Source: an optimization exercise on an open RTL-to-GDS flow (aim: small area and a short achievable clock period). Production flows keep margins and buffers that such runs may drop. Where RTL was checked, it was by simulation tests only, not by an equivalence proof against the original. Function not checked in runs 4 to 7: the RTL went through the layout flow alone.

==> flow/design.v, too long to show whole: its modules and the start of the top module <==
// module work_zyq: 75 lines
// module zq_rca: 15 lines
// module zq_cneg: 14 lines
// module zq_bcd29: 28 lines
// module zq_v4: 166 lines
// module zq_mul15: 691 lines
// module zq_div15: 726 lines
module work_zyq(CLK,rst,keystat,dataout);
  // ...
==> flow/run.sh <==
#!/bin/bash
# synth_recipe.tcl (not shown) runs the flow's synth.tcl, then flattens the netlist and writes it again
# the make line also repeats each setting of config.mk as NAME=value (left out here)
make -C /OpenROAD-flow-scripts/flow DESIGN_CONFIG=/design/flow/config.mk WORK_HOME=/design/flow/orfs CLKGATE_MAP_FILE= SYNTH_SCRIPT=/design/flow/synth_recipe.tcl finish
==> flow/config.mk <==
export PLATFORM = sky130hd
export DESIGN_NAME = work_zyq
export DESIGN_NICKNAME = work_zyq
export VERILOG_FILES = /design/flow/design.v
export SDC_FILE = /design/flow/constraint.sdc
export NUM_CORES = 8
export LEC_CHECK = 0
export CAP_MARGIN = 20
export CORE_MARGIN = 2
export CORE_UTILIZATION = 40
export SLEW_MARGIN = 20
==> flow/constraint.sdc <==
create_clock -name core_clock -period 220.0 [get_ports {CLK}]
set_input_delay 44.0000 -clock core_clock [delete_from_list [all_inputs] [get_ports {CLK}]]
set_output_delay 44.0000 -clock core_clock [all_outputs]
set_load 0.01 [all_outputs]
==> key figures, run 1 <==
Outcome
  • Status: timing/DRC/antenna clean

Synth
  • Post-synth ARST share: 0
  • Main area contributors after synthesis: fa_1 22%, ha_1 13%, inv_1 6.6%
  • Synth Register Bits: 55
  • Post-Synth Adder-Cell Area: 0.354
  • Most frequent cell after synthesis: inv_1
  • Number of synthesized flops with an enable pin: 0

GRT
  • First-pass GRT wire length: 121 mm
  • GR Layer Usage met1: 0.304
  • GR Overflow Total: 0

Routing
  • M1 wire length: 34.0 mm
  • Routed wire per std cell: 18.0 um
  • WL met2: 33.8 mm

Clock tree
  • CTS Root Cell: clkbuf_16
  • Inserted Clock Buffers: 5

Critical path
  • CP required: 220.19 ns
  • R2r worst-path depth: 172
  • Reg2reg start: dataout[14]$_SDFFE_PP0P_

Min path
  • Min-delay src: dataout[21]$_SDFFE_PP0P_

Final layout
  • Register area: 0.00110 mm2
  • Final net count: 3,865
  • Clock Buffer Count: 6

STA
  • RSZ-0062 raised after global routing: no

Place
  • Hpwl dp: 58.9 mm
==> run 2, diff against run 1 <==
==> flow/flow/run.sh (new file) <==
#!/bin/bash
# Own layout flow: the standard synthesis and layout, except that Yosys maps the
# logic with the area-oriented ABC script in flow/abc.script (no gate upsizing), then
# the standard layout (standard.sh) from floorplan to finish, with buf_2 port buffers.
# Each tool's full output goes to a log file in the work folder.
set -euo pipefail
WORK=$(pwd)
FL=$WORK/flow

# synthesis script: synth_recipe.tcl with ORFS's synth.tcl swapped for a copy whose
# ABC call uses flow/abc.script
sed "s#^source \$::env(SCRIPTS_DIR)/synth_preamble.tcl#source \$::env(SCRIPTS_DIR)/synth_preamble.tcl\nset abc_args [lreplace \$abc_args 1 1 $FL/abc.script]#" \
  "$FLOW_HOME/scripts/synth.tcl" > "$WORK/own_synth.tcl"
grep -q "lreplace \$abc_args 1 1" "$WORK/own_synth.tcl"
sed "s#\$::env(SCRIPTS_DIR)/synth.tcl#$WORK/own_synth.tcl#" "$WORK/synth_recipe.tcl" > "$WORK/own_synth_recipe.tcl"
grep -q "own_synth.tcl" "$WORK/own_synth_recipe.tcl"
sed "s#SYNTH_SCRIPT=[^ ]*#SYNTH_SCRIPT=$WORK/own_synth_recipe.tcl#" "$WORK/standard.sh" > "$WORK/own_synth.sh"
grep -q "own_synth_recipe.tcl" "$WORK/own_synth.sh"

bash "$WORK/own_synth.sh" synth > "$WORK/synth.log" 2>&1
export BUFFER_PORTS_ARGS="-buffer_cell sky130_fd_sc_hd__buf_2"
bash "$WORK/standard.sh" > "$WORK/layout.log" 2>&1
test -f "$WORK/out/final.def"
==> flow/flow/abc.script (new file) <==
strash
dch
amap
topo
==> flow/standard.sh (new file) <==
#!/bin/bash
# synth_recipe.tcl (not shown) runs the flow's synth.tcl, then flattens the netlist and writes it again
# the make line also repeats each setting of config.mk as NAME=value (left out here)
make -C /OpenROAD-flow-scripts/flow DESIGN_CONFIG=/design/flow/config.mk WORK_HOME=/design/flow/orfs CLKGATE_MAP_FILE= SYNTH_SCRIPT=/design/flow/synth_recipe.tcl "${@:-finish}"
removed: flow/run.sh
==> run 2 against run 1 <==
Against the previous run: critical path type unchanged; synthesized cell count down 19%; non-clock buffer count down 5; via count down 15%; clock-buffer cell count down 1; global-route usage up 1.2 points; synthesized area down 20%.
==> key figures, run 2 <==
Final layout
  • FILL cells: 5,334 (was 6,777)
  • Most frequent cells in the layout: 521 x clkinv_1, 457 x nor2_1, 290 x fa_1, 280 x ha_1, 254 x o22a_1 (was 462 x inv_1, 360 x nor2_1, 290 x fa_1, 280 x ha_1, 242 x nand2_1)
  • Commonest non-fill, non-tap cell in the layout: clkinv_1 (was inv_1)
  • Register area: 0.00110 mm2 (unchanged)
  • Area Growth Syn to Fin: 7.45% (was 5.64%)
  • Share of cells above drive strength 1: 0.0335 (was 0.0840)
  • Reg with most FFs: dataout (unchanged)
  • Final net count: 3,351 (was 3,865)
  • Antenna cells: 0 (unchanged)
  • Multi-input gate area: 0.0180 mm2 (was 0.0230 mm2)
  • Finished Cell Area: 0.0226 mm2 (was 0.0279 mm2)
  • Biggest registers after layout: dataout (32), first (15), prestat (5) (unchanged)
  • Largest register FFs: 32 (unchanged)

Synth
  • Most frequent cell after synthesis: clkinv_1 (was inv_1)
  • Largest family of logic cells by synthesized area: adder cells (unchanged)
  • Biggest area consumer among synthesized cells: fa_1 (unchanged)
  • Complex-gate fraction of the synthesized area: 0.284 (was 0.224)
  • Xor/xnor cell area share of the yosys netlist: 0.000416 (was 0.0616)
  • Post-Synth Adder-Cell Area: 0.443 (was 0.354)
  • Ys flop type: dfxtp_1 (unchanged)
  • Synth Register Bits: 55 (unchanged)
  • Post-synth top area share: 0.277 (was 0.221)
  • Mapped Area: 0.0211 mm2 (was 0.0264 mm2)
  • Number of synthesized flops with an enable pin: 0 (unchanged)
  • Cells after Synth: 2,687 (was 3,310)
  • Most instantiated cells after synthesis: 521 x clkinv_1, 457 x nor2_1, 291 x fa_1 (was 462 x inv_1, 361 x nor2_1, 291 x fa_1)
  • Sequential share of the synthesized area: 0.0523 (was 0.0417)
  • Fraction of synthesized area in multiplexers: 0 (was 0.0619)
  • Synth Warn #: 2 (unchanged)
  • Post-synth ARST share: 0 (unchanged)
  • Syn avg cell area: 7.84 um2 (was 7.97 um2)
  • Main area contributors after synthesis: fa_1 28%, ha_1 17%, o22a_1 11% (was fa_1 22%, ha_1 13%, inv_1 6.6%)
  • Synth Area in Simple Gates: 0.127 (was 0.167)
  • Syn_nets: 3,265 (was 3,888)
  • Count of cell types in the netlist: 46 (was 128)

STA
  • RSZ-0062 raised after global routing: no (unchanged)
  • Worst Tran Pin Value: 1.19 ns (was 1.04 ns)
  • Worst Skew: 0.0155 ns (was 0.0129 ns)
  • Final hold violation count: 0 (unchanged)
  • Worst slew margin: 0.202 (was 0.297)
  • Fin worst setup slack: 173.64 ns (was 173.24 ns)
  • Clock period minus worst slack: 46.36 ns (was 46.76 ns)
  • Fmax: 0.0216 GHz (was 0.0214 GHz)
  • Final hold slack: 0.495 ns (was 0.476 ns)
  • TNS Setup: 0 ns (unchanged)
  • Final worst path period share: 0.211 (was 0.213)
  • Final setup viols: 0 (unchanged)
  • Final slew viol count: 0 (unchanged)

Critical path
  • Worst Setup Start Kind: primary input (unchanged)
  • Worst setup EP type: register (unchanged)
  • CP required: 220.24 ns (was 220.19 ns)
  • Worst Setup SP: keystat[1] (unchanged)
  • Flop2flop setup slack: 175.39 ns (was 174.94 ns)
  • Crit Path Max Fanout: 16 (was 24)
  • Reg2reg start: dataout[12]$_SDFFE_PP0P_ (was dataout[14]$_SDFFE_PP0P_)
  • CP arrival: 46.61 ns (was 46.95 ns)
  • R2r worst-path depth: 161 (was 172)
  • Kind of critical path: in2reg (unchanged)
  • Reg-to-reg endpoint: dataout[9]$_SDFFE_PP0P_ (was dataout[0]$_SDFFE_PP0P_)

Clock tree
  • CTS Root Cell: clkbuf_16 (unchanged)
  • Clk sink count: 55 (unchanged)
  • Htree depth: 2 (unchanged)
  • Inserted Clock Buffers: 5 (unchanged)
  • Maximum clock path buffer count: 2 (unchanged)
  • CTS tree: built (unchanged)
  • Worst-path clk slew: 0.08 ns (about the same)
  • Resized Gates After CTS: 0 (unchanged)
  • # hold bufs at CTS: 0 (unchanged)
  • Setup Fix Bufs, Post-CTS: 0 (unchanged)
  • Worst-skew pair later-pin latency: 0.31 ns (was 0.30 ns)

Place
  • Routability Congestion: 0.905 (was 0.908)
  • Setup WS pre-CTS: 173.27 ns (was 172.73 ns)
  • Port bufs: 38 (unchanged)
  • Hpwl dp: 47.4 mm (was 58.9 mm)
  • Area post-placement: 0.0225 mm2 (was 0.0277 mm2)

GRT
  • Initial antenna violation count: 0 (was 2)
  • GRT Util Overall: 0.231 (was 0.220)
  • Pin count of the biggest net entering global routing: 56 (was 43)
  • GR Overflow Total: 0 (unchanged)
  • Vias in the first global route: 19,800 (was 22,900)
  • First-pass GRT wire length: 102 mm (was 121 mm)

Floorplan
  • Width of the die: 233 um (was 261 um)
  • Initial core utilization: 0.402 (was 0.403)
  • # IOs: 39 (unchanged)
  • Vert. Die Dim: 233 um (was 261 um)
  • # rows: 84 (was 94)
  • Die area: 0.0545 mm2 (was 0.0680 mm2)
  • Core Area: 0.0523 mm2 (was 0.0655 mm2)

Min path
  • Min-delay src: dataout[31]$_SDFFE_PP0P_ (was dataout[21]$_SDFFE_PP0P_)
  • Hold Path Stages: 2 (unchanged)
  • Worst min path class: reg2reg (unchanged)
  • Worst Hold End: dataout[31]$_SDFFE_PP0P_ (was dataout[21]$_SDFFE_PP0P_)

Outcome
  • Status: timing/DRC/antenna clean (unchanged)

Routing
  • DR DRC count: 0 (unchanged)
  • Routed wire per std cell: 17.5 um (was 18.0 um)
  • Drt first-iter violations: 1,136 (was 1,633)
  • Antenna viol nets, final: 0 (unchanged)
  • DRT Pass-1 Iters: 6 (was 7)
  • Drt via density: 5.74 (was 5.66)
  • Via count: 19,900 (was 23,500)
  • Routed Wire Length: 60.8 mm (was 74.7 mm)

Flow run
  • Maxcap violations: 0 (unchanged)
-- run 2: cell count changes after synthesis, moves of 82 or more --
cell      change
clkinv_1    +514
mux2i_1      -82
xnor2_1     -122
o22ai_1     +162
nand2_1     -116
o22a_1      +244
nor2_1       +96
inv_1       -462
-- run 2: worst max path at each step --
stage	to	slack (ns)	cells after the start
2_1_floorplan	first[1]$_SDFFE_PP0P_	172.79	7
3_3_place_gp	dataout[30]$_SDFFE_PP0P_	173.38	12
3_5_place_dp	dataout[1]$_SDFFE_PP0P_	173.27	12
4_1_cts	dataout[1]$_SDFFE_PP0P_	173.60	12
5_1_grt	dataout[5]$_SDFFE_PP0P_	169.61	160
6_report	dataout[1]$_SDFFE_PP0P_	173.64	12
-- run 2: metrics by stage --
step / utilization / std cells
3_3_place_gp: 0.429 / 3454
5_1_grt: 0.432 / 3462
2_1_floorplan: - / 2687
3_5_place_dp: 0.429 / 3454
6_report: 0.432 / 3462
4_1_cts: 0.432 / 3462
-- run 2: cell families (layout without fill, tap and decap cells) --
group | Yosys count | in the layout
AO/OA/AOI/OAI | 874 | 874
XOR/XNOR | 1 | 1
adder cells (fa/ha/maj) | 571 | 571
buffers and inverters | 521 | 608
flip-flops | 55 | 55
AND/OR/NAND/NOR | 665 | 665
-- run 2: layout make-up --
cell class                 instances  share of cell area
clock buffer                       5             0.00553
sequential                        55              0.0487
multi-input combinational       2111               0.797
inverter                         521              0.0864
clock inverter                     3             0.00205
timing repair buffer              79              0.0220
tap                              688              0.0381
-- run 2: routing by layer --
metal  routed length [um]  part of all wire  vias to the layer above  track usage
met5                    0                 0                        -            0
met4                 1790             0.029                        0       0.0635
met3                 4090             0.067                      123       0.0381
met2                28100              0.46                      544        0.389
met1                26800              0.44                     9536        0.307
li1                     -                 -                     9655            -
-- run 2: worst max-delay path, cell delays in order --
cell      delay [ns]
buf_2           0.10
clkinv_1        0.14
nor2_1          0.37
nor3_1          0.22
or2_0           0.37
nor2_1          0.21
clkinv_1        0.45
a221oi_1        0.41
a21oi_1         0.07
nor2_1          0.10
a21oi_1         0.05
nor2_1          0.10
==> run 3, diff against run 2 <==
--- a/flow/flow/run.sh
+++ b/flow/flow/run.sh
@@ -1,7 +1,7 @@
 #!/bin/bash
 # Own layout flow: the standard synthesis and layout, except that Yosys maps the
 # logic with the area-oriented ABC script in flow/abc.script (no gate upsizing), then
-# the standard layout (standard.sh) from floorplan to finish, with buf_2 port buffers.
+# the standard layout (standard.sh) from floorplan to finish.
 # Each tool's full output goes to a log file in the work folder.
 set -euo pipefail
 WORK=$(pwd)
@@ -18,6 +18,5 @@
 grep -q "own_synth_recipe.tcl" "$WORK/own_synth.sh"
 
 bash "$WORK/own_synth.sh" synth > "$WORK/synth.log" 2>&1
-export BUFFER_PORTS_ARGS="-buffer_cell sky130_fd_sc_hd__buf_2"
 bash "$WORK/standard.sh" > "$WORK/layout.log" 2>&1
 test -f "$WORK/out/final.def"
==> run 3 against run 2 <==
Against the previous run: register-to-register slack gained 0.46 ns; synthesized cell count unchanged; largest cell class unchanged; clock-buffer cell count did not move; via count up 1.6%; core utilization up 0.37 points; worst setup slack worse by 0.40 ns; first-iteration DRC count rose by 6.1%; critical path depth did not move; final cell count is essentially flat.
==> key figures, run 3 <==
Outcome
  • Status: timing/DRC/antenna clean (unchanged)

Critical path
  • Crit path max-delay family: simple AND/OR/NAND/NOR gates (unchanged)
  • CP required: 220.25 ns (was 220.24 ns)
  • Cell-by-cell trace of the critical path: clkdlybuf4s50_1 > clkinv_1 > nor2_1 > nor3_1 > or2_0 > nor2_1 > clkinv_1 > a221oi_1 > a21oi_1 > nor2_1 > a21oi_1 > nor2_1 (was buf_2 > clkinv_1 > nor2_1 > nor3_1 > or2_0 > nor2_1 > clkinv_1 > a221oi_1 > a21oi_1 > nor2_1 > a21oi_1 > nor2_1)
  • WP buf/inv: 3 (unchanged)
  • Worst setup EP type: register (unchanged)
  • CP arrival: 47.02 ns (was 46.61 ns)
  • Flop2flop setup slack: 175.85 ns (was 175.39 ns)
  • Kind of critical path: in2reg (unchanged)
  • CP max-delay cell: clkdlybuf4s50_1 (was clkinv_1)
  • Reg2reg start: dataout[12]$_SDFFE_PP0P_ (unchanged)
  • Largest stage delay, worst path: 0.50 ns (was 0.45 ns)
  • Worst Setup SP: keystat[1] (unchanged)
  • Crit-path most repeated cell: nor2_1 (unchanged)
  • Worst Setup Start Kind: primary input (unchanged)
  • Crit Path Max Fanout: 16 (unchanged)

Routing
  • DR DRC count: 0 (unchanged)
  • Drt first-iter violations: 1,205 (was 1,136)
  • DRT Pass-1 Iters: 5 (was 6)
  • Via count: 20,200 (was 19,900)
  • Routed Wire Length: 62.2 mm (was 60.8 mm)
  • Antenna viol nets, final: 0 (unchanged)
  • Drt via density: 5.83 (was 5.74)
  • Routed wire per std cell: 18.0 um (was 17.5 um)

GRT
  • GRT Util Overall: 0.233 (was 0.231)
  • GR Overflow Total: 0 (unchanged)
  • First-pass GRT wire length: 102 mm (about the same)
  • Vias in the first global route: 20,200 (was 19,800)
  • Initial antenna violation count: 0 (unchanged)
  • Pin count of the biggest net entering global routing: 56 (unchanged)

Final layout
  • Commonest non-fill, non-tap cell in the layout: clkinv_1 (unchanged)
  • Antenna cells: 0 (unchanged)
  • Finished Cell Area: 0.0228 mm2 (was 0.0226 mm2)
  • FILL cells: 5,321 (was 5,334)
  • Reg with most FFs: dataout (unchanged)
  • Final core area utilization: 0.436 (was 0.432)
  • Largest register FFs: 32 (unchanged)
  • Most frequent cells in the layout: 521 x clkinv_1, 457 x nor2_1, 290 x fa_1, 280 x ha_1, 254 x o22a_1 (unchanged)
  • Area Growth Syn to Fin: 8.37% (was 7.45%)
  • Share of cells above drive strength 1: 0.0205 (was 0.0335)
  • Final net count: 3,352 (was 3,351)
  • Biggest registers after layout: dataout (32), first (15), prestat (5) (unchanged)

Synth
  • Post-synth top area share: 0.277 (unchanged)
  • Most frequent cell after synthesis: clkinv_1 (unchanged)
  • Main area contributors after synthesis: fa_1 28%, ha_1 17%, o22a_1 11% (unchanged)
  • Synth Register Bits: 55 (unchanged)
  • Synth Warn #: 2 (unchanged)
  • Mapped Area: 0.0211 mm2 (unchanged)
  • Number of synthesized flops with an enable pin: 0 (unchanged)
  • Cells after Synth: 2,687 (unchanged)
  • Syn avg cell area: 7.84 um2 (unchanged)
  • Most instantiated cells after synthesis: 521 x clkinv_1, 457 x nor2_1, 291 x fa_1 (unchanged)
  • Ys flop type: dfxtp_1 (unchanged)
  • Count of cell types in the netlist: 46 (unchanged)
  • Sequential share of the synthesized area: 0.0523 (unchanged)
  • Post-synth ARST share: 0 (unchanged)
  • Syn_nets: 3,265 (unchanged)
  • Biggest area consumer among synthesized cells: fa_1 (unchanged)

Flow run
  • Maxcap violations: 0 (unchanged)

STA
  • TNS Setup: 0 ns (unchanged)
  • Final hold violation count: 0 (unchanged)
  • Final worst path period share: 0.213 (was 0.211)
  • Worst slew margin: 0.284 (was 0.202)
  • RSZ-0062 raised after global routing: no (unchanged)
  • Fmax: 0.0214 GHz (was 0.0216 GHz)
  • Worst Skew: 0.0158 ns (was 0.0155 ns)
  • Final setup viols: 0 (unchanged)
  • Final slew viol count: 0 (unchanged)
  • Clock period minus worst slack: 46.76 ns (was 46.36 ns)
  • Worst Tran Pin Value: 1.06 ns (was 1.19 ns)

Clock tree
  • CTS tree: built (unchanged)
  • Worst-skew pair later-pin latency: 0.32 ns (was 0.31 ns)
  • Inserted Clock Buffers: 5 (unchanged)
  • # hold bufs at CTS: 0 (unchanged)
  • CTS Root Cell: clkbuf_16 (unchanged)
  • Maximum clock path buffer count: 2 (unchanged)
  • Clk sink count: 55 (unchanged)
  • Resized Gates After CTS: 0 (unchanged)
  • Setup Fix Bufs, Post-CTS: 0 (unchanged)
  • Htree depth: 2 (unchanged)
  • Worst-path clk slew: 0.08 ns (about the same)

Place
  • Area post-placement: 0.0226 mm2 (was 0.0225 mm2)
  • Hpwl dp: 48.5 mm (was 47.4 mm)
  • Routability Congestion: 0.903 (was 0.905)
  • Port bufs: 38 (unchanged)

Floorplan
  • Initial core utilization: 0.402 (unchanged)
  • # IOs: 39 (unchanged)
  • Width of the die: 233 um (unchanged)
  • # rows: 84 (unchanged)
  • Die area: 0.0545 mm2 (unchanged)
  • Vert. Die Dim: 233 um (unchanged)
  • Core Area: 0.0523 mm2 (unchanged)

Min path
  • Worst min path class: reg2reg (unchanged)
  • Min-delay src: dataout[29]$_SDFFE_PP0P_ (was dataout[31]$_SDFFE_PP0P_)
[run 3: worst min-delay path: stages (launching register included)]
cell,delay [ns]
dfxtp_1,0.34
a21oi_1,0.06
nor2_1,0.07
[run 3: area by class of cell]
class,instances,area (um2),area share
Sequential cell,55,1100,0.0483
Clock inverter,3,46.3,0.00203
Clock buffer,5,125,0.00548
Timing Repair Buffer,80,693,0.0304
Multi-Input combinational cell,2111,18000,0.790
Tap cell,688,861,0.0377
Inverter,521,1960,0.0857
[run 3: through the flow]
step | instances | worst slack, ns | hold WS, ns
after floorplan | 2687 | 172.79 | 0.457
after global placement | 3455 | 172.94 | 0.475
after detailed placement | 3455 | 172.85 | 0.488
after CTS | 3463 | 173.17 | 0.504
after global routing | 3463 | 170.81 | 0.535
final | 3463 | 173.24 | 0.498
[run 3: per-layer routing]
layer	global-route usage	up-vias	wire length, um
li1	-	9666	-
met1	0.304	9810	26800
met2	0.400	583	29500
met3	0.0325	120	4230
met4	0.0684	0	1720
met5	0	-	0
[run 3: cells by family after synthesis]
logic type	share of synthesized area
buf+inv	0.0929
xor+xnor	0.000416
fa+ha+maj	0.443
flops	0.0523
simple gates	0.127
compound gates	0.284
[run 3: final timing paths]
kind | endpoint | cells after the start
max | dataout[1]$_SDFFE_PP0P_ | 12
min | dataout[29]$_SDFFE_PP0P_ | 2
max reg2reg | dataout[2]$_SDFFE_PP0P_ | 162
min reg2reg | dataout[29]$_SDFFE_PP0P_ | 2
==> module work_zyq, before the edit <==
module work_zyq(CLK,rst,keystat,dataout);
	input CLK;
	input rst;
	input [4:0]keystat;
	output [31:0]dataout;
	reg [31:0]dataout;
	reg [14:0]first;       
	reg [2:0]preop;        
	reg [4:0]prestat;      
	wire [14:0] second;
	zq_v4 uv(.d(dataout[15:0]), .v(second));
	wire [14:0] t;
	wire tco;              
	zq_rca #(15) usub(.a(first), .b(~second), .ci(1'b1), .s(t), .co(tco));
	wire gt = tco & |t;
	wire [14:0] mag;       
	zq_cneg #(15) uneg(.x(t), .n(~tco), .y(mag));
	wire [15:0] sum;
	zq_rca #(15) uadd(.a(first), .b(second), .ci(1'b0), .s(sum[14:0]), .co(sum[15]));
	wire [28:0] prod;
	zq_mul15 umul(.a(first), .b(second), .p(prod));
	wire [14:0] quo;
	zq_div15 udiv(.n(first), .d(second), .q(quo));
	wire is_add = preop == 3'b110;
	wire is_sub = preop == 3'b111;
	wire is_mul = preop == 3'b100;
	wire is_div = preop == 3'b101;
	wire is_none = ~preop[2];
	wire [28:0] ans = ({29{is_add}} & {13'd0, sum}) |
	                  ({29{is_sub}} & {14'd0, mag}) |
	                  ({29{is_mul}} & prod) |
	                  ({29{is_div}} & {14'd0, quo}) |
	                  ({29{is_none}} & {14'd0, first});
	wire [31:0] bcd;
	zq_bcd29 ubcd(.b(ans), .d(bcd));
	wire neg = is_sub & ~gt;
	wire ge10    = mag >= 15'd10;
	wire ge100   = mag >= 15'd100;
	wire ge1000  = mag >= 15'd1000;
	wire ge10000 = mag >= 15'd10000;
	wire [5:1] sgn;
	assign sgn[1] = neg & ~ge10;
	assign sgn[2] = neg & ge10 & ~ge100;
	assign sgn[3] = neg & ge100 & ~ge1000;
	assign sgn[4] = neg & ge1000 & ~ge10000;
	assign sgn[5] = neg & ge10000;
	wire dz = is_div & ~|second;
	wire [31:0] res = dz ? 32'h00000EDD :
		bcd | {8'd0, {4{sgn[5]}}, {4{sgn[4]}}, {4{sgn[3]}}, {4{sgn[2]}}, {4{sgn[1]}}, 4'd0};
	wire kedge = keystat != prestat;
	wire k_dig = keystat <= 5'd9;
	wire k_op  = keystat[4:1] == 4'b0101 || keystat[4:1] == 4'b0110;
	wire k_clr = keystat == 5'h0E;
	wire k_eq  = keystat == 5'h0F;
	always @(posedge CLK) begin
		if (rst) begin
			dataout <= 32'd0;
			preop <= 3'd0;
			prestat <= 5'h10;
			first <= 15'd0;
		end else if (kedge) begin
			prestat <= keystat;
			if (k_clr)
				dataout <= 32'd0;
			else if (k_dig)
				dataout <= {dataout[27:0], keystat[3:0]};
			else if (k_op) begin
				first <= second;
				dataout <= 32'd0;
				preop <= {1'b1, keystat[1:0]};
			end else if (k_eq)
				dataout <= res;
		end
	end
endmodule
==> run 4, diff against run 3 <==
--- a/flow/design.v
+++ b/flow/design.v
@@ -48,29 +48,22 @@
 	wire [31:0] res = dz ? 32'h00000EDD :
 		bcd | {8'd0, {4{sgn[5]}}, {4{sgn[4]}}, {4{sgn[3]}}, {4{sgn[2]}}, {4{sgn[1]}}, 4'd0};
 	wire kedge = keystat != prestat;
-	wire k_dig = keystat <= 5'd9;
-	wire k_op  = keystat[4:1] == 4'b0101 || keystat[4:1] == 4'b0110;
-	wire k_clr = keystat == 5'h0E;
+	wire k_num = ~keystat[4];                         
+	wire k_dig = k_num & ~(keystat[3] & (keystat[2] | keystat[1]));
+	wire k_op  = k_num & keystat[3] & (keystat[2] ^ keystat[1]);
 	wire k_eq  = keystat == 5'h0F;
+	wire run = ~rst & kedge;
+	wire d_keep  = ~rst & ~(kedge & k_num);
+	wire d_shift = run & k_dig;
+	wire d_res   = run & k_eq;
+	wire f_load  = run & k_op;
+	wire f_keep  = ~rst & ~f_load;
 	always @(posedge CLK) begin
-		if (rst) begin
-			dataout <= 32'd0;
-			preop <= 3'd0;
-			prestat <= 5'h10;
-			first <= 15'd0;
-		end else if (kedge) begin
-			prestat <= keystat;
-			if (k_clr)
-				dataout <= 32'd0;
-			else if (k_dig)
-				dataout <= {dataout[27:0], keystat[3:0]};
-			else if (k_op) begin
-				first <= second;
-				dataout <= 32'd0;
-				preop <= {1'b1, keystat[1:0]};
-			end else if (k_eq)
-				dataout <= res;
-		end
+		dataout <= ({32{d_keep}} & dataout) | ({32{d_shift}} & {dataout[27:0], keystat[3:0]}) |
+		           ({32{d_res}} & res);
+		first <= ({15{f_keep}} & first) | ({15{f_load}} & second);
+		preop <= ({3{f_keep}} & preop) | ({3{f_load}} & {1'b1, keystat[1:0]});
+		prestat <= rst ? 5'h10 : keystat;
 	end
 endmodule
 module zq_rca(a, b, ci, s, co);
--- a/flow/flow/run.sh
+++ b/flow/flow/run.sh
@@ -1,7 +1,7 @@
 #!/bin/bash
 # Own layout flow: the standard synthesis and layout, except that Yosys maps the
 # logic with the area-oriented ABC script in flow/abc.script (no gate upsizing), then
-# the standard layout (standard.sh) from floorplan to finish.
+# the standard layout (standard.sh) from floorplan to finish, with buf_2 port buffers.
 # Each tool's full output goes to a log file in the work folder.
 set -euo pipefail
 WORK=$(pwd)
@@ -18,5 +18,6 @@
 grep -q "own_synth_recipe.tcl" "$WORK/own_synth.sh"
 
 bash "$WORK/own_synth.sh" synth > "$WORK/synth.log" 2>&1
+export BUFFER_PORTS_ARGS="-buffer_cell sky130_fd_sc_hd__buf_2"
 bash "$WORK/standard.sh" > "$WORK/layout.log" 2>&1
 test -f "$WORK/out/final.def"
==> run 4 against run 3 <==
Against the previous run: still clean; register-to-register slack lost 0.46 ns; final cell count shrank 2.7%; wire length shrank 4.4%.
==> key figures, run 4 <==
Outcome
  • Status: timing/DRC/antenna clean (unchanged)

Critical path
  • Worst setup EP type: register (unchanged)
  • CP arrival: 46.84 ns (was 47.02 ns)
  • Crit Path Max Fanout: 18 (was 16)
  • Cell-by-cell trace of the critical path: buf_2 > clkinv_1 > nor2_1 > a21oi_1 > o211ai_1 > nor4_1 > or2_0 > nor3_1 > clkinv_1 > nor2_1 > clkinv_1 > nor2_1 > a222oi_1 > o31ai_1 (was clkdlybuf4s50_1 > clkinv_1 > nor2_1 > nor3_1 > or2_0 > nor2_1 > clkinv_1 > a221oi_1 > a21oi_1 > nor2_1 > a21oi_1 > nor2_1)
  • Kind of critical path: in2reg (unchanged)
  • WP buf/inv: 4 (was 3)
  • Crit path max-delay family: simple AND/OR/NAND/NOR gates (unchanged)
  • Largest stage delay, worst path: 0.49 ns (was 0.50 ns)
  • CP required: 220.22 ns (was 220.25 ns)
  • Worst Setup Start Kind: primary input (unchanged)
  • CP max-delay cell: clkinv_1 (was clkdlybuf4s50_1)

STA
  • Final setup viols: 0 (unchanged)
  • Worst slew margin: 0.349 (was 0.284)
  • Final hold violation count: 0 (unchanged)
  • Final worst path period share: 0.212 (was 0.213)
  • Final slew viol count: 0 (unchanged)
  • Worst Skew: 0.0122 ns (was 0.0158 ns)
  • TNS Setup: 0 ns (unchanged)
  • RSZ-0062 raised after global routing: no (unchanged)
  • Worst Tran Pin Value: 0.967 ns (was 1.06 ns)
  • Clock period minus worst slack: 46.61 ns (was 46.76 ns)
  • Fmax: 0.0215 GHz (was 0.0214 GHz)
  • Fin worst setup slack: 173.39 ns (was 173.24 ns)
  • Final hold slack: 0.497 ns (was 0.498 ns)

GRT
  • GR Overflow Total: 0 (unchanged)
  • Vias in the first global route: 19,100 (was 20,200)
  • First-pass GRT wire length: 98.8 mm (was 102 mm)
  • Pin count of the biggest net entering global routing: 33 (was 56)
  • Initial antenna violation count: 1 (was 0)
  • GRT Util Overall: 0.227 (was 0.233)

Floorplan
  • # IOs: 39 (unchanged)
  • Initial core utilization: 0.404 (was 0.402)
  • Width of the die: 232 um (was 233 um)
  • # rows: 83 (was 84)
  • Core Area: 0.0513 mm2 (was 0.0523 mm2)
  • Die area: 0.0537 mm2 (was 0.0545 mm2)
  • Vert. Die Dim: 232 um (was 233 um)

Synth
  • Mapped Area: 0.0207 mm2 (was 0.0211 mm2)
  • Post-synth ARST share: 0 (unchanged)
  • Synth Register Bits: 55 (unchanged)
  • Number of synthesized flops with an enable pin: 0 (unchanged)
  • Syn_nets: 3,184 (was 3,265)
  • Most instantiated cells after synthesis: 524 x clkinv_1, 364 x nor2_1, 291 x fa_1 (was 521 x clkinv_1, 457 x nor2_1, 291 x fa_1)
  • Main area contributors after synthesis: fa_1 28%, ha_1 17%, o22a_1 11% (unchanged)
  • Sequential share of the synthesized area: 0.0531 (was 0.0523)
  • Ys flop type: dfxtp_1 (unchanged)
  • Cells after Synth: 2,606 (was 2,687)
  • Syn avg cell area: 7.96 um2 (was 7.84 um2)
  • Biggest area consumer among synthesized cells: fa_1 (unchanged)
  • Post-synth top area share: 0.281 (was 0.277)
  • Count of cell types in the netlist: 43 (was 46)
  • Most frequent cell after synthesis: clkinv_1 (unchanged)
  • Synth Warn #: 2 (unchanged)

Clock tree
  • Worst-skew pair later-pin latency: 0.31 ns (was 0.32 ns)
  • Maximum clock path buffer count: 2 (unchanged)
  • Clk sink count: 55 (unchanged)
  • Setup Fix Bufs, Post-CTS: 0 (unchanged)
  • Worst-path clk slew: 0.08 ns (about the same)
  • # hold bufs at CTS: 0 (unchanged)
  • CTS tree: built (unchanged)
  • Inserted Clock Buffers: 5 (unchanged)
  • CTS Root Cell: clkbuf_16 (unchanged)
  • Htree depth: 2 (unchanged)
  • Resized Gates After CTS: 0 (unchanged)

Final layout
  • Most frequent cells in the layout: 524 x clkinv_1, 364 x nor2_1, 290 x fa_1, 280 x ha_1, 254 x o22a_1 (was 521 x clkinv_1, 457 x nor2_1, 290 x fa_1, 280 x ha_1, 254 x o22a_1)
  • Final core area utilization: 0.434 (was 0.436)
  • Biggest registers after layout: dataout (32), first (15), prestat (5) (unchanged)
  • Reg with most FFs: dataout (unchanged)
  • FILL cells: 5,283 (was 5,321)
  • Share of cells above drive strength 1: 0.0346 (was 0.0205)
  • Largest register FFs: 32 (unchanged)
  • Area Growth Syn to Fin: 7.36% (was 8.37%)
  • Antenna cells: 0 (unchanged)
  • Commonest non-fill, non-tap cell in the layout: clkinv_1 (unchanged)
  • Final net count: 3,266 (was 3,352)

Routing
  • Drt first-iter violations: 1,281 (was 1,205)
  • DR DRC count: 0 (unchanged)
  • Routed Wire Length: 59.4 mm (was 62.2 mm)
  • Drt via density: 5.75 (was 5.83)
  • Via count: 19,400 (was 20,200)
  • DRT Pass-1 Iters: 8 (was 5)
  • Antenna viol nets, final: 0 (unchanged)
  • Routed wire per std cell: 17.6 um (was 18.0 um)

Place
  • Setup WS pre-CTS: 173.10 ns (was 172.85 ns)
  • Routability Congestion: 0.917 (was 0.903)
  • Port bufs: 38 (unchanged)
  • Hpwl dp: 46.6 mm (was 48.5 mm)

Min path
  • Worst min path class: reg2reg (unchanged)

Flow run
  • Maxcap violations: 0 (unchanged)
==> run 4: cell types whose count changed in the layout (fill, tap and decap cells not counted), sizes merged, moves of 6 or more <==
| cell | delta |
|---|---|
| nor2 | -93 |
| clkdlybuf4s50 | -37 |
| a21oi | -34 |
| buf | +31 |
| nand2 | +24 |
| a221oi | -19 |
| o221ai | +17 |
| o21ai | +11 |
| a211oi | -7 |
| o22ai | +7 |
| a221o | +6 |
==> run 4: area by class of cell <==
cell class / count / area [um2] / area share
inverter: 524 / 1970 / 0.0884
clock inverter: 3 / 27.5 / 0.00124
clock buffer: 5 / 125 / 0.00562
tap: 680 / 851 / 0.0382
timing repair buffer: 75 / 465 / 0.0209
sequential: 55 / 1100 / 0.0495
multi-input combinational: 2027 / 17700 / 0.796
==> run 4: worst paths after layout <==
check / startpoint / to / slack, ns / cells after the start
max: keystat[1] / dataout[25]$_DFF_P_ / 173.39 / 14
min: dataout[30]$_DFF_P_ / dataout[30]$_DFF_P_ / 0.50 / 1
max reg2reg: dataout[12]$_DFF_P_ / dataout[0]$_DFF_P_ / 175.39 / 171
min reg2reg: dataout[30]$_DFF_P_ / dataout[30]$_DFF_P_ / 0.50 / 1
==> run 4: worst reg2reg max path: cells and delay by family (launching register included) <==
family | cells | cell delay, ns
flops | 1 | 0.55
buf+inv | 29 | 6.82
compound gates | 46 | 8.93
simple gates | 40 | 6.84
fa+ha+maj | 56 | 21.41
==> run 4: stage by stage <==
| step | cells | area, um2 |
|---|---|---|
| floorplan | 2606 | 20700 |
| global placement | 3360 | 22100 |
| detailed placement | 3360 | 22100 |
| CTS | 3368 | 22300 |
| global route | 3369 | 22300 |
| finish | 3369 | 22300 |
==> run 4: layer usage <==
layer  wire, um  GRT usage
met1      26500      0.304
met2      27800      0.391
met5          0          0
met4       1730     0.0579
met3       3400     0.0241
==> run 4: cells by family after synthesis <==
family          synth area share
fa+ha+maj                  0.450
simple gates               0.118
flops                     0.0531
buf+inv                   0.0949
compound gates             0.284
xor+xnor                0.000422
==> run 5, diff against run 4 <==
--- a/flow/flow/run.sh
+++ b/flow/flow/run.sh
@@ -19,5 +19,7 @@
 
 bash "$WORK/own_synth.sh" synth > "$WORK/synth.log" 2>&1
 export BUFFER_PORTS_ARGS="-buffer_cell sky130_fd_sc_hd__buf_2"
+# repair timing toward a 45.0 ns period (the SDC's 220 ns clock is unchanged)
+export SETUP_SLACK_MARGIN=175.0
 bash "$WORK/standard.sh" > "$WORK/layout.log" 2>&1
 test -f "$WORK/out/final.def"
==> run 5 against run 4 <==
Against the previous run: still clean; critical path depth is 4 lower; maximum frequency is 2.6% higher; worst setup slack better by 1.2 ns; highest routed layer unchanged; critical endpoint is now dataout[30]$_DFF_P_.
==> key figures, run 5 <==
Synth
  • Syn avg cell area: 7.96 um2 (unchanged)
  • Post-synth top area share: 0.281 (unchanged)
  • Synth Warn #: 2 (unchanged)
  • Complex-gate fraction of the synthesized area: 0.284 (unchanged)
  • Largest family of logic cells by synthesized area: adder cells (unchanged)
  • Sequential share of the synthesized area: 0.0531 (unchanged)
  • Mapped Area: 0.0207 mm2 (unchanged)
  • Number of synthesized flops with an enable pin: 0 (unchanged)
  • Synth Register Bits: 55 (unchanged)
  • Synth Area in Simple Gates: 0.118 (unchanged)
  • Syn_nets: 3,184 (unchanged)
  • Post-synth ARST share: 0 (unchanged)
  • Fraction of synthesized area in multiplexers: 0 (unchanged)
  • Xor/xnor cell area share of the yosys netlist: 0.000422 (unchanged)
  • Most frequent cell after synthesis: clkinv_1 (unchanged)
  • Cells after Synth: 2,606 (unchanged)
  • Main area contributors after synthesis: fa_1 28%, ha_1 17%, o22a_1 11% (unchanged)
  • Post-Synth Adder-Cell Area: 0.450 (unchanged)
  • Ys flop type: dfxtp_1 (unchanged)
  • Count of cell types in the netlist: 43 (unchanged)
  • Most instantiated cells after synthesis: 524 x clkinv_1, 364 x nor2_1, 291 x fa_1 (unchanged)
  • Biggest area consumer among synthesized cells: fa_1 (unchanged)

GRT
  • First-pass GRT wire length: 102 mm (was 98.8 mm)
  • GRT Util Overall: 0.235 (was 0.227)
  • Vias in the first global route: 19,700 (was 19,100)
  • Initial antenna violation count: 0 (was 1)
  • Pin count of the biggest net entering global routing: 35 (was 33)
  • GR Overflow Total: 0 (unchanged)

Routing
  • Routed wire per std cell: 18.3 um (was 17.6 um)
  • Antenna viol nets, final: 0 (unchanged)
  • Drt first-iter violations: 1,212 (was 1,281)
  • Drt via density: 5.79 (was 5.75)
  • DRT Pass-1 Iters: 5 (was 8)
  • DR DRC count: 0 (unchanged)
  • Via count: 19,700 (was 19,400)
  • Routed Wire Length: 62.2 mm (was 59.4 mm)

Clock tree
  • CTS tree: built (unchanged)
  • Maximum clock path buffer count: 2 (unchanged)
  • Worst-skew pair later-pin latency: 0.31 ns (about the same)
  • CTS Root Cell: clkbuf_16 (unchanged)
  • Htree depth: 2 (unchanged)
  • Worst-path clk slew: 0.07 ns (was 0.08 ns)
  • Inserted Clock Buffers: 5 (unchanged)
  • Clk sink count: 55 (unchanged)

STA
  • Worst slew margin: 0.273 (was 0.349)
  • Clock period minus worst slack: 45.45 ns (was 46.61 ns)
  • Final worst path period share: 0.207 (was 0.212)
  • Fmax: 0.0220 GHz (was 0.0215 GHz)
  • Worst Tran Pin Value: 1.08 ns (was 0.967 ns)
  • Final slew viol count: 0 (unchanged)
  • Worst Skew: 0.0103 ns (was 0.0122 ns)
  • RSZ-0062 raised after global routing: yes (was no)
  • Final setup viols: 0 (unchanged)
  • TNS Setup: 0 ns (unchanged)
  • Final hold violation count: 0 (unchanged)

Final layout
  • Commonest non-fill, non-tap cell in the layout: clkinv_1 (unchanged)
  • Antenna cells: 0 (unchanged)
  • Share of cells above drive strength 1: 0.0767 (was 0.0346)
  • Largest register FFs: 32 (unchanged)
  • Final net count: 3,303 (was 3,266)
  • Reg with most FFs: dataout (unchanged)
  • Area Growth Syn to Fin: 12.1% (was 7.36%)
  • Final core area utilization: 0.453 (was 0.434)
  • Most frequent cells in the layout: 511 x clkinv_1, 357 x nor2_1, 290 x fa_1, 280 x ha_1, 254 x o22a_1 (was 524 x clkinv_1, 364 x nor2_1, 290 x fa_1, 280 x ha_1, 254 x o22a_1)
  • Biggest registers after layout: dataout (32), first (15), prestat (5) (unchanged)

Critical path
  • CP max-delay cell: or3_4 (was clkinv_1)
  • CP required: 220.26 ns (was 220.22 ns)
  • Flop2flop setup slack: 177.74 ns (was 175.39 ns)
  • Worst setup EP type: register (unchanged)
  • CP arrival: 45.71 ns (was 46.84 ns)
  • Cell-by-cell trace of the critical path: buf_8 > clkinv_8 > or2_0 > or3_4 > nor3_4 > clkinv_4 > buf_4 > buf_12 > a221oi_1 > a221o_1 (was buf_2 > clkinv_1 > nor2_1 > a21oi_1 > o211ai_1 > nor4_1 > or2_0 > nor3_1 > clkinv_1 > nor2_1 > clkinv_1 > nor2_1 > a222oi_1 > o31ai_1)
  • Worst Setup Start Kind: primary input (unchanged)
  • Kind of critical path: in2reg (unchanged)
  • Crit Path Max Fanout: 11 (was 18)
  • Largest stage delay, worst path: 0.35 ns (was 0.49 ns)

Outcome
  • Status: timing/DRC/antenna clean (unchanged)

Floorplan
  • Width of the die: 232 um (unchanged)
  • Core Area: 0.0513 mm2 (unchanged)
  • # IOs: 39 (unchanged)
  • Vert. Die Dim: 232 um (unchanged)
  • Initial core utilization: 0.404 (unchanged)
  • # rows: 83 (unchanged)
  • Die area: 0.0537 mm2 (unchanged)

Place
  • Hpwl dp: 47.2 mm (was 46.6 mm)
  • Port bufs: 38 (unchanged)
  • Routability Congestion: 0.909 (was 0.917)

Flow run
  • Maxcap violations: 0 (unchanged)

Min path
  • Worst min path class: reg2reg (unchanged)
[run 5: cell counts after synthesis]
Identical to the previous run, type by type.
[run 5: path summary, 6_finish.rpt]
check | cells past startpoint | endpoint | from
max | 10 | dataout[30]$_DFF_P_ | keystat[3]
min | 1 | dataout[30]$_DFF_P_ | dataout[30]$_DFF_P_
max reg2reg | 172 | dataout[0]$_DFF_P_ | dataout[13]$_DFF_P_
min reg2reg | 1 | dataout[30]$_DFF_P_ | dataout[30]$_DFF_P_
[run 5: area by class of cell]
type                       count  area, um2
clock inverter                 3       46.3
inverter                     524       2050
timing repair buffer         109        923
clock buffer                   5        125
timing repair inverter         2       27.5
fill                        5095      28100
tap                          680        851
sequential                    55       1100
multi-input combinational   2028      18100
[run 5: logic make-up (layout without fill, tap and decap cells)]
group / count (synthesis) / count (layout)
compound gates: 855 / 855
xor+xnor: 1 / 1
fa+ha+maj: 571 / 571
buf+inv: 524 / 643
flops: 55 / 55
simple gates: 600 / 601
[run 5: repair_timing]
| item | in CTS | in global routing |
|---|---|---|
| buffers inserted | 14 | 16 |
| gates cloned | 4 | 3 |
| setup endpoints to repair | 52 | 51 |
| hold buffers | 0 | 0 |
| pin swaps | 18 | 12 |
| gates resized for setup | 51 | 122 |
[run 5: through the flow]
stage | hold slack [ns] | instances | setup slack [ns] | area [um2]
2_1_floorplan | 0.465 | 2606 | 174.33 | 20900
5_1_grt | 0.503 | 3406 | 174.44 | 23200
3_3_place_gp | 0.465 | 3361 | 173.88 | 22200
6_report | 0.490 | 3406 | 174.55 | 23200
4_1_cts | 0.495 | 3387 | 174.53 | 22800
3_5_place_dp | 0.474 | 3361 | 173.83 | 22200
[run 5: worst max-delay path, delay by kind of cell]
kind	cells	cell delay (ns)
and+or+nand+nor	3	0.79
buffers and inverters	5	0.52
AOI/OAI and AO/OA	2	0.39
[run 5: routing by layer]
| layer | vias to the layer above | wire length (um) | global-route usage |
|---|---|---|---|
| li1 | 9485 | - | - |
| met4 | 0 | 2210 | 0.0817 |
| met3 | 140 | 3660 | 0.0299 |
| met5 | - | 0 | 0 |
| met2 | 585 | 28900 | 0.400 |
| met1 | 9527 | 27400 | 0.306 |
==> run 6, diff against run 5 <==
--- a/flow/flow/run.sh
+++ b/flow/flow/run.sh
@@ -19,7 +19,7 @@
 
 bash "$WORK/own_synth.sh" synth > "$WORK/synth.log" 2>&1
 export BUFFER_PORTS_ARGS="-buffer_cell sky130_fd_sc_hd__buf_2"
-# repair timing toward a 45.0 ns period (the SDC's 220 ns clock is unchanged)
-export SETUP_SLACK_MARGIN=175.0
+# repair timing toward a 46.0 ns period (the SDC's 220 ns clock is unchanged)
+export SETUP_SLACK_MARGIN=174.0
 bash "$WORK/standard.sh" > "$WORK/layout.log" 2>&1
 test -f "$WORK/out/final.def"
==> run 6 against run 5 <==
Against the previous run: maximum frequency decreased by 0.70%; final cell count decreased by 0.91%; die area unchanged; flip-flop and latch count unchanged; register-to-register slack got worse by 0.67 ns; critical path type unchanged; first-iteration DRC count about the same; clock-buffer cell count unchanged; clock skew increased by 0.0010 ns; design area decreased by 3.5%; worst setup slack got worse by 0.32 ns; via count decreased by 1.3%.
==> key figures, run 6 <==
Flow run
  • Maxcap violations: 0 (unchanged)

Place
  • Hpwl dp: 47.0 mm (was 47.2 mm)
  • Dpl cells: 3,360 (was 3,361)
  • Routability Congestion: 0.897 (was 0.909)
  • Port bufs: 38 (unchanged)
  • Area post-placement: 0.0221 mm2 (was 0.0222 mm2)

Synth
  • Main area contributors after synthesis: fa_1 28%, ha_1 17%, o22a_1 11% (unchanged)
  • Ys flop type: dfxtp_1 (unchanged)
  • Number of synthesized flops with an enable pin: 0 (unchanged)
  • Sequential share of the synthesized area: 0.0531 (unchanged)
  • Syn_nets: 3,184 (unchanged)
  • Post-synth ARST share: 0 (unchanged)
  • Most instantiated cells after synthesis: 524 x clkinv_1, 364 x nor2_1, 291 x fa_1 (unchanged)
  • Post-synth top area share: 0.281 (unchanged)
  • Mapped Area: 0.0207 mm2 (unchanged)
  • Syn avg cell area: 7.96 um2 (unchanged)
  • Most frequent cell after synthesis: clkinv_1 (unchanged)
  • Cells after Synth: 2,606 (unchanged)
  • Synth Register Bits: 55 (unchanged)
  • Count of cell types in the netlist: 43 (unchanged)
  • Biggest area consumer among synthesized cells: fa_1 (unchanged)
  • Synth Warn #: 2 (unchanged)

Final layout
  • Final net count: 3,272 (was 3,303)
  • Reg with most FFs: dataout (unchanged)
  • Non-Filler Instances: 3,375 (was 3,406)
  • Most frequent cells in the layout: 516 x clkinv_1, 361 x nor2_1, 290 x fa_1, 280 x ha_1, 254 x o22a_1 (was 511 x clkinv_1, 357 x nor2_1, 290 x fa_1, 280 x ha_1, 254 x o22a_1)
  • Antenna cells: 0 (unchanged)
  • Finished Cell Area: 0.0224 mm2 (was 0.0232 mm2)
  • Area Growth Syn to Fin: 8.16% (was 12.1%)
  • Largest register FFs: 32 (unchanged)
  • Biggest registers after layout: dataout (32), first (15), prestat (5) (unchanged)
  • Share of cells above drive strength 1: 0.0434 (was 0.0767)
  • Commonest non-fill, non-tap cell in the layout: clkinv_1 (unchanged)

Min path
  • Worst Hold End: dataout[30]$_DFF_P_ (unchanged)
  • Worst min path class: reg2reg (unchanged)
  • Min-delay src: dataout[30]$_DFF_P_ (unchanged)
  • Hold Path Stages: 1 (unchanged)

Routing
  • Routed Wire Length: 60.7 mm (was 62.2 mm)
  • DR DRC count: 0 (unchanged)
  • Drt first-iter violations: 1,211 (was 1,212)
  • Routed wire per std cell: 18.0 um (was 18.3 um)
  • Drt via density: 5.77 (was 5.79)
  • Antenna viol nets, final: 0 (unchanged)
  • DRT Pass-1 Iters: 5 (unchanged)
  • Via count: 19,500 (was 19,700)

Critical path
  • Crit Path Max Fanout: 19 (was 11)
  • CP required: 220.17 ns (was 220.26 ns)
  • Flop2flop setup slack: 177.07 ns (was 177.74 ns)
  • Reg-to-reg endpoint: dataout[0]$_DFF_P_ (unchanged)
  • Kind of critical path: in2reg (unchanged)
  • Reg2reg start: dataout[12]$_DFF_P_ (was dataout[13]$_DFF_P_)
  • CP max-delay cell: or3b_4 (was or3_4)
  • Worst setup EP type: register (unchanged)
  • R2r worst-path depth: 171 (was 172)
  • Cell-by-cell trace of the critical path: buf_2 > clkinvlp_4 > nor2_1 > a21oi_1 > o211ai_1 > nor4_2 > or2_1 > or3b_4 > nand2_2 > o22ai_1 (was buf_8 > clkinv_8 > or2_0 > or3_4 > nor3_4 > clkinv_4 > buf_4 > buf_12 > a221oi_1 > a221o_1)
  • Largest stage delay, worst path: 0.54 ns (was 0.35 ns)
  • Worst Setup Start Kind: primary input (unchanged)
  • CP arrival: 45.94 ns (was 45.71 ns)

Clock tree
  • Htree depth: 2 (unchanged)
  • CTS Root Cell: clkbuf_16 (unchanged)
  • # hold bufs at CTS: 0 (unchanged)
  • Clk sink count: 55 (unchanged)
  • Inserted Clock Buffers: 5 (unchanged)
  • Maximum clock path buffer count: 2 (unchanged)
  • Worst-skew pair later-pin latency: 0.31 ns (about the same)
  • Worst-path clk slew: 0.08 ns (was 0.07 ns)
  • CTS tree: built (unchanged)

Floorplan
  • # IOs: 39 (unchanged)
  • Initial core utilization: 0.404 (unchanged)
  • Core Area: 0.0513 mm2 (unchanged)
  • Vert. Die Dim: 232 um (unchanged)
  • Die area: 0.0537 mm2 (unchanged)
  • # rows: 83 (unchanged)
  • Width of the die: 232 um (unchanged)

STA
  • Final hold slack: 0.491 ns (was 0.490 ns)
  • Worst Tran Pin Value: 0.970 ns (was 1.08 ns)
  • Final slew viol count: 0 (unchanged)
  • Clock period minus worst slack: 45.77 ns (was 45.45 ns)
  • TNS Setup: 0 ns (unchanged)
  • Final setup viols: 0 (unchanged)
  • Final hold violation count: 0 (unchanged)
  • Worst slew margin: 0.347 (was 0.273)
  • RSZ-0062 raised after global routing: yes (unchanged)
  • Fmax: 0.0218 GHz (was 0.0220 GHz)
  • Final worst path period share: 0.208 (was 0.207)
  • Worst Skew: 0.0113 ns (was 0.0103 ns)

GRT
  • Vias in the first global route: 19,300 (was 19,700)
  • Global Route met3 Usage: 0.0272 (was 0.0299)
  • GR Layer Usage met1: 0.299 (was 0.306)
  • Met2 Use GR: 0.398 (was 0.400)
  • First-pass GRT wire length: 99.0 mm (was 102 mm)
  • GR peak layer: met2 (unchanged)
  • GRT Util Overall: 0.230 (was 0.235)
  • Initial antenna violation count: 0 (unchanged)
  • Pin count of the biggest net entering global routing: 35 (unchanged)
  • GR Overflow Total: 0 (unchanged)

Outcome
  • Status: timing/DRC/antenna clean (unchanged)
## run 6: cell counts after synthesis
Identical to the previous run, type by type.
## run 6: critical path: cells and delay by family
kind                   cells  cell delay [ns]
AOI/OAI and AO/OA          3             0.28
buffers and inverters      2             0.25
and+or+nand+nor            5             1.39
## run 6: area by class of cell
cell class,count,area (um2)
Timing Repair Buffer,81,513
Fill cell,5260,28900
Tap cell,680,851
Inverter,524,1990
Clock buffer,5,125
Multi-Input combinational cell,2027,17800
Clock inverter,3,47.5
Sequential cell,55,1100
## run 6: metal layers
metal,share of wire,vias up,wire length (um)
li1,-,9408,-
met1,0.44,9447,26700
met2,0.47,521,28700
met3,0.057,112,3450
met4,0.031,0,1890
met5,0,-,0
## run 6: worst max-delay path by stage
stage	startpoint	endpoint	slack, ns	cells after the start
floorplan	keystat[1]	first[3]$_DFF_P_	174.01	9
global placement	keystat[1]	dataout[25]$_DFF_P_	173.40	14
detailed placement	keystat[1]	dataout[25]$_DFF_P_	173.27	14
CTS	keystat[1]	preop[2]$_DFF_P_	174.05	9
global route	dataout[12]$_DFF_P_	dataout[0]$_DFF_P_	173.87	171
finish	keystat[1]	first[10]$_DFF_P_	174.23	10
## run 6: what timing repair did
action / 4_1_cts / 5_1_grt
pin swaps: 0 / 1
gates resized for setup: 6 / 54
endpoints found under the hold margin: 0 / 0
endpoints found under the setup margin: 44 / 50
buffers inserted: 1 / 6
## run 6: cells by family after synthesis
group / after synthesis / share of synthesized area
AO/OA/AOI/OAI: 855 / 0.284
AND/OR/NAND/NOR: 600 / 0.118
adder cells (fa/ha/maj): 571 / 0.450
buffers and inverters: 524 / 0.0949
flip-flops: 55 / 0.0531
XOR/XNOR: 1 / 0.000422
## run 6: through the flow
stage / worst slack [ns] / utilization
after floorplan: 174.01 / -
after global placement: 173.40 / 0.431
after detailed placement: 173.27 / 0.431
after CTS: 174.05 / 0.435
after global routing: 173.87 / 0.437
final: 174.23 / 0.437
==> run 7, diff against run 6 <==
--- a/flow/design.v
+++ b/flow/design.v
@@ -9,14 +9,14 @@
 	reg [4:0]prestat;      
 	wire [14:0] second;
 	zq_v4 uv(.d(dataout[15:0]), .v(second));
-	wire [14:0] t;
-	wire tco;              
-	zq_rca #(15) usub(.a(first), .b(~second), .ci(1'b1), .s(t), .co(tco));
-	wire gt = tco & |t;
+	wire subm = preop[0];
+	wire [14:0] u;
+	wire uco;              
+	zq_rca #(15) uas(.a(first), .b(second ^ {15{subm}}), .ci(subm), .s(u), .co(uco));
+	wire gt = uco & |u;
 	wire [14:0] mag;       
-	zq_cneg #(15) uneg(.x(t), .n(~tco), .y(mag));
-	wire [15:0] sum;
-	zq_rca #(15) uadd(.a(first), .b(second), .ci(1'b0), .s(sum[14:0]), .co(sum[15]));
+	zq_cneg #(15) uneg(.x(u), .n(~uco), .y(mag));
+	wire [15:0] sum = {uco, u};
 	wire [28:0] prod;
 	zq_mul15 umul(.a(first), .b(second), .p(prod));
 	wire [14:0] quo;
==> run 7 against run 6 <==
Against the previous run: still clean on timing, DRC and antenna; wire length is 2.6% lower; design area is 2.0% lower; synthesized area is 1.8% lower; worst setup slack got worse by 0.042 ns; via count hardly changed; critical path type unchanged; critical endpoint is now dataout[26]$_DFF_P_.
==> key figures, run 7 <==
GRT
  • Pin count of the biggest net entering global routing: 37 (was 35)
  • GRT Util Overall: 0.227 (was 0.230)
  • Vias in the first global route: 19,400 (was 19,300)
  • GR Overflow Total: 0 (unchanged)
  • First-pass GRT wire length: 98.6 mm (was 99.0 mm)
  • Initial antenna violation count: 0 (unchanged)

Synth
  • Syn avg cell area: 7.81 um2 (was 7.96 um2)
  • Post-synth top area share: 0.272 (was 0.281)
  • Most instantiated cells after synthesis: 520 x clkinv_1, 375 x nor2_1, 277 x fa_1 (was 524 x clkinv_1, 364 x nor2_1, 291 x fa_1)
  • Number of synthesized flops with an enable pin: 0 (unchanged)
  • Biggest area consumer among synthesized cells: fa_1 (unchanged)
  • Main area contributors after synthesis: fa_1 27%, ha_1 16%, o22a_1 11% (was fa_1 28%, ha_1 17%, o22a_1 11%)
  • Syn_nets: 3,156 (was 3,184)
  • Ys flop type: dfxtp_1 (unchanged)
  • Synth Warn #: 2 (unchanged)
  • Synth Register Bits: 55 (unchanged)
  • Post-synth ARST share: 0 (unchanged)
  • Count of cell types in the netlist: 46 (was 43)
  • Mapped Area: 0.0204 mm2 (was 0.0207 mm2)
  • Cells after Synth: 2,607 (was 2,606)
  • Sequential share of the synthesized area: 0.0541 (was 0.0531)
  • Most frequent cell after synthesis: clkinv_1 (unchanged)

Routing
  • Routed wire per std cell: 17.6 um (was 18.0 um)
  • DR DRC count: 0 (unchanged)
  • DRT Pass-1 Iters: 5 (unchanged)
  • Drt first-iter violations: 1,377 (was 1,211)
  • Via count: 19,500 (about the same)
  • Routed Wire Length: 59.1 mm (was 60.7 mm)
  • Drt via density: 5.78 (was 5.77)
  • Antenna viol nets, final: 0 (unchanged)

Final layout
  • Antenna cells: 0 (unchanged)
  • Biggest registers after layout: dataout (32), first (15), prestat (5) (unchanged)
  • Share of cells above drive strength 1: 0.0412 (was 0.0434)
  • Reg with most FFs: dataout (unchanged)
  • Final core area utilization: 0.438 (was 0.437)
  • Final net count: 3,243 (was 3,272)
  • FILL cells: 5,055 (was 5,260)
  • Commonest non-fill, non-tap cell in the layout: clkinv_1 (unchanged)
  • Area Growth Syn to Fin: 7.96% (was 8.16%)
  • Largest register FFs: 32 (unchanged)
  • Most frequent cells in the layout: 515 x clkinv_1, 372 x nor2_1, 275 x fa_1, 265 x ha_1, 254 x o22a_1 (was 516 x clkinv_1, 361 x nor2_1, 290 x fa_1, 280 x ha_1, 254 x o22a_1)

STA
  • Clock period minus worst slack: 45.81 ns (was 45.77 ns)
  • Fmax: 0.0218 GHz (about the same)
  • Worst Tran Pin Value: 0.912 ns (was 0.970 ns)
  • Final worst path period share: 0.208 (about the same)
  • TNS Setup: 0 ns (unchanged)
  • RSZ-0062 raised after global routing: no (was yes)
  • Worst slew margin: 0.391 (was 0.347)
  • Worst Skew: 0.00957 ns (was 0.0113 ns)
  • Final hold slack: 0.485 ns (was 0.491 ns)
  • Final hold violation count: 0 (unchanged)
  • Final slew viol count: 0 (unchanged)
  • Final setup viols: 0 (unchanged)

Place
  • Port bufs: 38 (unchanged)
  • Hpwl dp: 46.9 mm (was 47.0 mm)
  • Routability Congestion: 0.917 (was 0.897)

Floorplan
  • # rows: 82 (was 83)
  • Core Area: 0.0502 mm2 (was 0.0513 mm2)
  • Die area: 0.0527 mm2 (was 0.0537 mm2)
  • Width of the die: 230 um (was 232 um)
  • # IOs: 39 (unchanged)
  • Vert. Die Dim: 230 um (was 232 um)
  • Initial core utilization: 0.406 (was 0.404)

Flow run
  • Maxcap violations: 0 (unchanged)

Critical path
  • Worst setup EP type: register (unchanged)
  • Worst Setup Start Kind: primary input (unchanged)
  • CP required: 220.25 ns (was 220.17 ns)
  • Flop2flop setup slack: 177.25 ns (was 177.07 ns)
  • Kind of critical path: in2reg (unchanged)
  • Crit Path Max Fanout: 21 (was 19)
  • CP arrival: 46.06 ns (was 45.94 ns)

Clock tree
  • Worst-path clk slew: 0.07 ns (was 0.08 ns)
  • Worst-skew pair later-pin latency: 0.31 ns (about the same)
  • Clk sink count: 55 (unchanged)
  • Htree depth: 2 (unchanged)
  • # hold bufs at CTS: 0 (unchanged)
  • Inserted Clock Buffers: 5 (unchanged)
  • CTS tree: built (unchanged)
  • CTS Root Cell: clkbuf_16 (unchanged)
  • Maximum clock path buffer count: 2 (unchanged)

Outcome
  • Status: timing/DRC/antenna clean (unchanged)

Min path
  • Worst min path class: reg2reg (unchanged)
-- run 7: final timing paths --
check             cells past startpoint             endpoint                start
hold reg to reg                       2  dataout[29]$_DFF_P_  dataout[29]$_DFF_P_
hold / removal                        2  dataout[29]$_DFF_P_  dataout[29]$_DFF_P_
setup reg to reg                    173   dataout[0]$_DFF_P_  dataout[12]$_DFF_P_
setup / recovery                     12  dataout[26]$_DFF_P_           keystat[3]
-- run 7: metal layers --
metal / GRT usage / part of all wire / vias up
met2: 0.390 / 0.47 / 531
met3: 0.0249 / 0.062 / 106
met1: 0.301 / 0.44 / 9416
li1: - / - / 9422
met5: 0 / 0 / -
met4: 0.0657 / 0.029 / 0
-- run 7: stage by stage --
step | area, um2 | setup WS [ns] | cells
3_3_place_gp | 21700 | 173.10 | 3355
4_1_cts | 21900 | 174.04 | 3363
5_1_grt | 22000 | 174.03 | 3367
2_1_floorplan | 20400 | 174.00 | 2607
6_report | 22000 | 174.19 | 3367
3_5_place_dp | 21700 | 172.97 | 3355
-- run 7: cell type report --
cell class	instances	area (um2)	share of cell area
multi-input combinational	2032	17400	0.792
inverter	520	1970	0.0896
sequential	55	1100	0.0501
tap	672	841	0.0382
timing repair buffer	80	503	0.0229
clock buffer	5	125	0.00569
clock inverter	3	28.8	0.00131
-- run 7: kinds of logic after synthesis --
group / synth area share
and+or+nand+nor: 0.119
adders and majority gates: 0.435
buffers and inverters: 0.0959
AOI/OAI and AO/OA: 0.295
DFF: 0.0541
xor gates and xnor gates: 0.000860
-- run 7: what timing repair did --
item | 4_1_cts | 5_1_grt
resized for setup | 13 | 43
setup endpoints to repair | 49 | 32
setup buffers | 0 | 3
pin swaps | 0 | 2
-- run 7: critical path, stage by stage --
cell	delay (ns)
buf_2	0.08
clkinv_1	0.17
o22ai_1	0.22
a2111oi_2	0.06
o2111a_1	0.16
or2_4	0.27
nor3_4	0.23
inv_4	0.09
nor2_2	0.19
clkinv_4	0.18
a221oi_1	0.26
a221o_1	0.15

[separate check: timing with driven ports]
In the flow no input, the clock included, has a driving cell. The finished layouts below were timed again as built, in two steps.
Step 1, drivers: a clkbuf_16 drives CLK and a buf_2 each remaining input, both assumed.
Step 2, shift: input delay + t, output delay - t, t = (earliest + latest rising clock arrival at the registers) / 2. This alone moves slack from input paths to output paths.
a / b / c = ideal ports / drivers / drivers and shift; a / b = the first two.
| run | shift t [ns] | slack for setup (ns) | worst data-port slew with drivers (ns) |
|---|---|---|---|
| run 1 | 0.331 | 173.242 / 173.231 / 172.900 | 0.06 |
| run 2 | 0.350 | 173.638 / 173.658 / 173.308 | 0.03 |
| run 3 | 0.354 | 173.237 / 173.255 / 172.901 | 0.03 |
| run 4 | 0.349 | 173.387 / 173.412 / 173.063 | 0.03 |
| run 5 | 0.360 | 174.549 / 174.551 / 174.190 | 0.06 |
| run 6 | 0.359 | 174.229 / 174.260 / 173.901 | 0.03 |
| run 7 | 0.355 | 174.188 / 174.209 / 173.854 | 0.03 |
After both steps every run listed still meets setup and hold. For run 5, which loses most, drivers alone change the setup slack by +0.002 ns; drivers and shift together by -0.359 ns.
